From an optimization exercise on the open Yosys and OpenROAD flow, aimed at small area, a short achievable clock period and few clock cycles per item; shortcuts taken in it are not production practice. Where RTL was checked, it was by simulation tests only, not by an equivalence proof against the original. Power is estimated from default activity; no workload was simulated.

Setup of lane 3:
==> flow/design.v <==
`timescale 1ns / 1ps
module medfilter2
(
  CLK,
  RSTn,
  Start_sig,
  Done_sig,
  Data_out,
  Rom_addr,
  Rom_data
);
  input CLK;
  input RSTn;
  input Start_sig;
  output Done_sig;
  output [7:0] Data_out;
  output [17:0] Rom_addr;
  input [7:0] Rom_data;
  reg       st1;       
  reg       start_d;
  reg       run;
  reg [1:0] ph;        
  reg       z;         
  reg       first;     
  reg [8:0] rowA;
  reg [8:0] colA;
  reg       zq;        
  reg       done;
  wire start = st1 & ~start_d;
  always @(posedge CLK or negedge RSTn)
    if (!RSTn) begin
      st1     <= 1'b0;
      start_d <= 1'b0;
    end else begin
      st1     <= Start_sig;
      start_d <= st1;
    end
  reg       eor;       
  wire [8:0] row_inc2 = {rowA[8:1] + 8'd1, rowA[0]};
  wire [8:0] row_dec1 = rowA - 9'd1;
  always @(posedge CLK or negedge RSTn)
    if (!RSTn) begin
      run  <= 1'b0;
      done <= 1'b0;
    end else begin
      if (start)
        run <= 1'b1;
      done <= run & ~start & ph[0] & ~first & ~(~z & colA == 9'd3);
    end
  always @(posedge CLK)
    if (start) begin
      ph    <= 2'd0;
      z     <= 1'b1;
      first <= 1'b1;
      rowA  <= 9'd511;
      colA  <= 9'd0;
      zq    <= 1'b1;
      eor   <= 1'b0;
    end else begin
      ph  <= {ph[0], ~ph[1] & ~ph[0]};
      eor <= ~z & (colA == 9'd511);
      if (ph[1]) begin
        z    <= eor;
        if (!eor)
          rowA <= row_dec1;
        if (!z)
          colA <= colA + 9'd1;
      end else if (ph[0])
        rowA <= row_dec1;
      else
        rowA <= row_inc2;
      zq   <= z | (ph == 2'd0 && rowA == 9'd511) | (ph[0] && rowA == 9'd0);
      if (ph[0] && !z && colA == 9'd2)
        first <= 1'b0;
    end
  assign Rom_addr = {rowA, colA};
  assign Done_sig = done;
  wire g0 = (ph == 2'd0);
  wire g1 = (ph == 2'd1);
  wire g2 = (ph == 2'd2);
  reg [7:0] s0, s1, s2, s3, s4, s5, s6, s7, s8, s9, s10;
  reg [7:0] r0n, r1n, r2n, r3n;    
  reg [7:0] dout;
  wire cA = gt8(s1, s0);
  wire cB = gt8(s2, s0);
  wire hold1 = (g0 | g1) & cA;
  reg q_bc, q_ac, x1, x2, x3;
  wire gab = x3;
  wire gac = q_ac;
  wire gbc = q_bc;
  wire oa = g0 ? (gab & gac)   : g1 ? (gab ^ gac)    : (~gab & ~gac);
  wire ob = g0 ? (~gab & gbc)  : g1 ? ~(gab ^ gbc)   : (gab & ~gbc);
  wire oc = g0 ? (~gac & ~gbc) : g1 ? (gac ^ gbc)    : (gac & gbc);
  wire [7:0] op3n = ~(({8{oa}} & s10) | ({8{ob}} & s7) | ({8{oc}} & s4));
  reg f1, f1d, f2;
  wire fab = f1d;
  wire fac = f2;
  wire fbc = f1;
  wire [7:0] fmed = ~(({8{fab ^ fac}} & r3n) | ({8{~(fab ^ fbc)}} & r2n) | ({8{fac ^ fbc}} & r1n));
  function gt8;
    input [7:0] a, b;
    reg [7:0] g, p;
    reg [3:0] g2, p2;
    reg [1:0] g4, p4;
    integer i;
    begin
      g = a & ~b;
      p = a | ~b;
      for (i = 0; i < 4; i = i + 1) begin
        g2[i] = g[2*i+1] | p[2*i+1] & g[2*i];
        p2[i] = p[2*i+1] & p[2*i];
      end
      for (i = 0; i < 2; i = i + 1) begin
        g4[i] = g2[2*i+1] | p2[2*i+1] & g2[2*i];
        p4[i] = p2[2*i+1] & p2[2*i];
      end
      gt8 = g4[1] | p4[1] & g4[0];
    end
  endfunction
  always @(posedge CLK) begin
    s0  <= Rom_data & {8{~zq}};
    s1  <= hold1 ? s1 : s0;
    s2  <= g2 ? s1 :
           g0 ? (cA ? s0 : s1) :
           (cB ? s2 : (cA ? s0 : s1));
    s3  <= (g1 & cB) ? s0 : s2;
    s4  <= s3;
    s5  <= s4;
    s6  <= s5;
    s7  <= s6;
    s8  <= s7;
    s9  <= s8;
    s10 <= s9;
    q_bc <= gt8(s6, s3);
    q_ac <= gt8(s9, s3);
    x1  <= q_bc;
    x2  <= x1;
    x3  <= x2;
    r0n <= op3n;
    r1n <= r0n;
    r2n <= r1n;
    r3n <= r2n;
    f1  <= gt8(r0n, r1n);
    f2  <= gt8(r0n, r2n);
    f1d <= f1;
    dout <= fmed;
  end
  assign Data_out = dout;
endmodule
==> flow/config.mk <==
export PLATFORM = sky130hd
export DESIGN_NAME = medfilter2
export DESIGN_NICKNAME = medfilter2
export VERILOG_FILES = /design/flow/design.v
export SDC_FILE = /design/flow/constraint.sdc
export NUM_CORES = 4
export LEC_CHECK = 0
export CAP_MARGIN = 20
export CORE_MARGIN = 2
export CORE_UTILIZATION = 40
export CTS_BUF_LIST = sky130_fd_sc_hd__clkbuf_8
export SETUP_SLACK_MARGIN = 3.4
export SLEW_MARGIN = 20
==> flow/constraint.sdc <==
create_clock -name core_clock -period 5.5 [get_ports {CLK}]
set_input_delay 1.1000 -clock core_clock [delete_from_list [all_inputs] [get_ports {CLK}]]
set_output_delay 1.1000 -clock core_clock [all_outputs]
set_load 0.01 [all_outputs]
standard.sh (not shown) runs the stock make flow with config.mk's settings and CLKGATE_MAP_FILE= SYNTH_SCRIPT=/design/flow/synth_recipe.tcl, a recipe that flattens the netlist after the stock synthesis.
==> flow/flow/run.sh <==
#!/bin/bash
# The standard layout (standard.sh) with two changes:
# - the port buffers that placement inserts are the library's smallest
#   buffer instead of a delay cell; timing repair resizes them where needed;
# - clock tree synthesis does not add dummy loads to the clock nets.
export BUFFER_PORTS_ARGS="-buffer_cell sky130_fd_sc_hd__buf_1"
export CTS_ARGS="-sink_clustering_enable -repair_clock_nets -buf_list sky130_fd_sc_hd__clkbuf_8 -dont_use_dummy_load"
bash standard.sh > standard.log 2>&1
Testbench counts of lane 3, summed over its fixed seeds: cycles 2,363,946, items 786,432.
Input-level comparison between lane 2 and lane 3:
==> flow/design.v <==
`timescale 1ns / 1ps
module medfilter2
(
  CLK,
  RSTn,
  Start_sig,
  Done_sig,
  Data_out,
  Rom_addr,
  Rom_data
);
  input CLK;
  input RSTn;
  input Start_sig;
  output Done_sig;
  output [7:0] Data_out;
  output [17:0] Rom_addr;
  input [7:0] Rom_data;
  reg       st1;       
  reg       start_d;
  reg       run;
  reg [1:0] ph;        
  reg       z;         
  reg       first;     
  reg [8:0] rowA;
  reg [8:0] colA;
  reg       zq;        
  reg       done;
  wire start = st1 & ~start_d;
  always @(posedge CLK or negedge RSTn)
    if (!RSTn) begin
      st1     <= 1'b0;
      start_d <= 1'b0;
    end else begin
      st1     <= Start_sig;
      start_d <= st1;
    end
  wire      eor = ~z & (&colA);    
  wire [8:0] row_inc2 = {rowA[8:1] + 8'd1, rowA[0]};
  wire [8:0] row_dec1 = rowA - 9'd1;
  always @(posedge CLK or negedge RSTn)
    if (!RSTn) begin
      run  <= 1'b0;
      done <= 1'b0;
    end else begin
      if (start)
        run <= 1'b1;
      done <= run & ~start & (ph == 2'd0) & ~first & ~(~z & colA == 9'd3);
    end
  always @(posedge CLK)
    if (start) begin
      ph    <= 2'd0;
      z     <= 1'b1;
      first <= 1'b1;
      rowA  <= 9'd511;
      colA  <= 9'd0;
      zq    <= 1'b1;
    end else begin
      ph  <= {ph[0], ~ph[1] & ~ph[0]};
      if (ph[1]) begin
        z    <= eor;
        if (!eor)
          rowA <= row_dec1;
        if (!z)
          colA <= colA + 9'd1;
      end else if (ph[0])
        rowA <= row_dec1;
      else
        rowA <= row_inc2;
      zq   <= z | (ph == 2'd0 && rowA == 9'd511) | (ph[0] && rowA == 9'd0);
      if (ph == 2'd0 && !z && colA == 9'd2)
        first <= 1'b0;
    end
  assign Rom_addr = {rowA, colA};
  assign Done_sig = done;
  wire g0 = (ph == 2'd0);
  wire g1 = (ph == 2'd1);
  wire g2 = (ph == 2'd2);
  reg [7:0] s0, s1, s2, s3, s4, s5, s6, s7, s8, s9, s10;
  reg [7:0] r0n, r1n, r2n;    
  reg [7:0] dout;
  wire cA = gt8(s1, s0);
  wire cB = gt8(s2, s0);
  wire hold1 = (g0 | g1) & cA;
  wire cbc = gt8(s6, s3);
  wire cac = gt8(s9, s3);
  reg  x1, x2, x3;
  reg  sa, sb, sc;
  wire gab = x3;
  wire oa = g2 ? (gab & cac)   : g0 ? (gab ^ cac)    : (~gab & ~cac);
  wire ob = g2 ? (~gab & cbc)  : g0 ? ~(gab ^ cbc)   : (gab & ~cbc);
  wire oc = g2 ? (~cac & ~cbc) : g0 ? (cac ^ cbc)    : (cac & cbc);
  wire [7:0] op3n = ~(({8{sa}} & s10) | ({8{sb}} & s7) | ({8{sc}} & s4));
  reg f1, f1d, f2;
  wire fab = f1d;
  wire fac = f2;
  wire fbc = f1;
  wire [7:0] fmed = ~(({8{fab ^ fac}} & r2n) | ({8{~(fab ^ fbc)}} & r1n) | ({8{fac ^ fbc}} & r0n));
  function gt8;
    input [7:0] a, b;
    reg [7:0] g, p;
    reg [3:0] g2, p2;
    reg [1:0] g4, p4;
    integer i;
    begin
      g = a & ~b;
      p = a | ~b;
      for (i = 0; i < 4; i = i + 1) begin
        g2[i] = g[2*i+1] | p[2*i+1] & g[2*i];
        p2[i] = p[2*i+1] & p[2*i];
      end
      for (i = 0; i < 2; i = i + 1) begin
        g4[i] = g2[2*i+1] | p2[2*i+1] & g2[2*i];
        p4[i] = p2[2*i+1] & p2[2*i];
      end
      gt8 = g4[1] | p4[1] & g4[0];
    end
  endfunction
  always @(posedge CLK) begin
    s0  <= Rom_data & {8{~zq}};
    s1  <= hold1 ? s1 : s0;
    s2  <= g2 ? s1 :
           g0 ? (cA ? s0 : s1) :
           (cB ? s2 : (cA ? s0 : s1));
    s3  <= (g1 & cB) ? s0 : s2;
    s4  <= s3;
    s5  <= s4;
    s6  <= s5;
    s7  <= s6;
    s8  <= s7;
    s9  <= s8;
    s10 <= s9;
    x1  <= cbc;
    x2  <= x1;
    x3  <= x2;
    sa  <= oa;
    sb  <= ob;
    sc  <= oc;
    r0n <= op3n;
    r1n <= r0n;
    r2n <= r1n;
    f1  <= gt8(op3n, r0n);
    f2  <= gt8(op3n, r1n);
    f1d <= f1;
    dout <= fmed;
  end
  assign Data_out = dout;
endmodule
Results
Compared with lane 3, in lane 2 half-perimeter wire length after detailed placement increased by 0.59% relative to the old numbers, total power rose by about 6%.
Diff lane 3 -> lane 2: final cell count now sits higher, placeable core area now sits lower, synthesized cell count now sits higher.
Summary of lane 2 over lane 3: die outline height decreased about 1.5%, fraction of power spent switching nets increased 0.83 points.
The RTL of lane 2 was laid out without a check of its function.

[separate check: timing with driven ports]
The flow's constraints put no driver on any port. The routed layouts listed below were extracted and timed again, unchanged, in two steps.
Step 1: set_driving_cell puts a clkbuf_16 on CLK and a buf_2 on each other input, an assumption about the parent block.
Step 2 times the ports against the registers' clock, not the clock port: input delays grow and output delays shrink by t, the midpoint of the rising clock arrivals with the driver on.
Slacks: no drivers / after step 1 / after step 2; pairs: no drivers / after step 1.
run	t (ns)	slack for setup (ns)	latest minus earliest clock arrival (ns)	worst slew at a driven data input, ns
lane 3	0.456	3.464 / 3.431 / 3.542	0.023 / 0.022	0.03
lane 2	0.467	3.254 / 3.254 / 3.254	0.035 / 0.036	0.04
After both steps setup and hold are still met in every run listed.
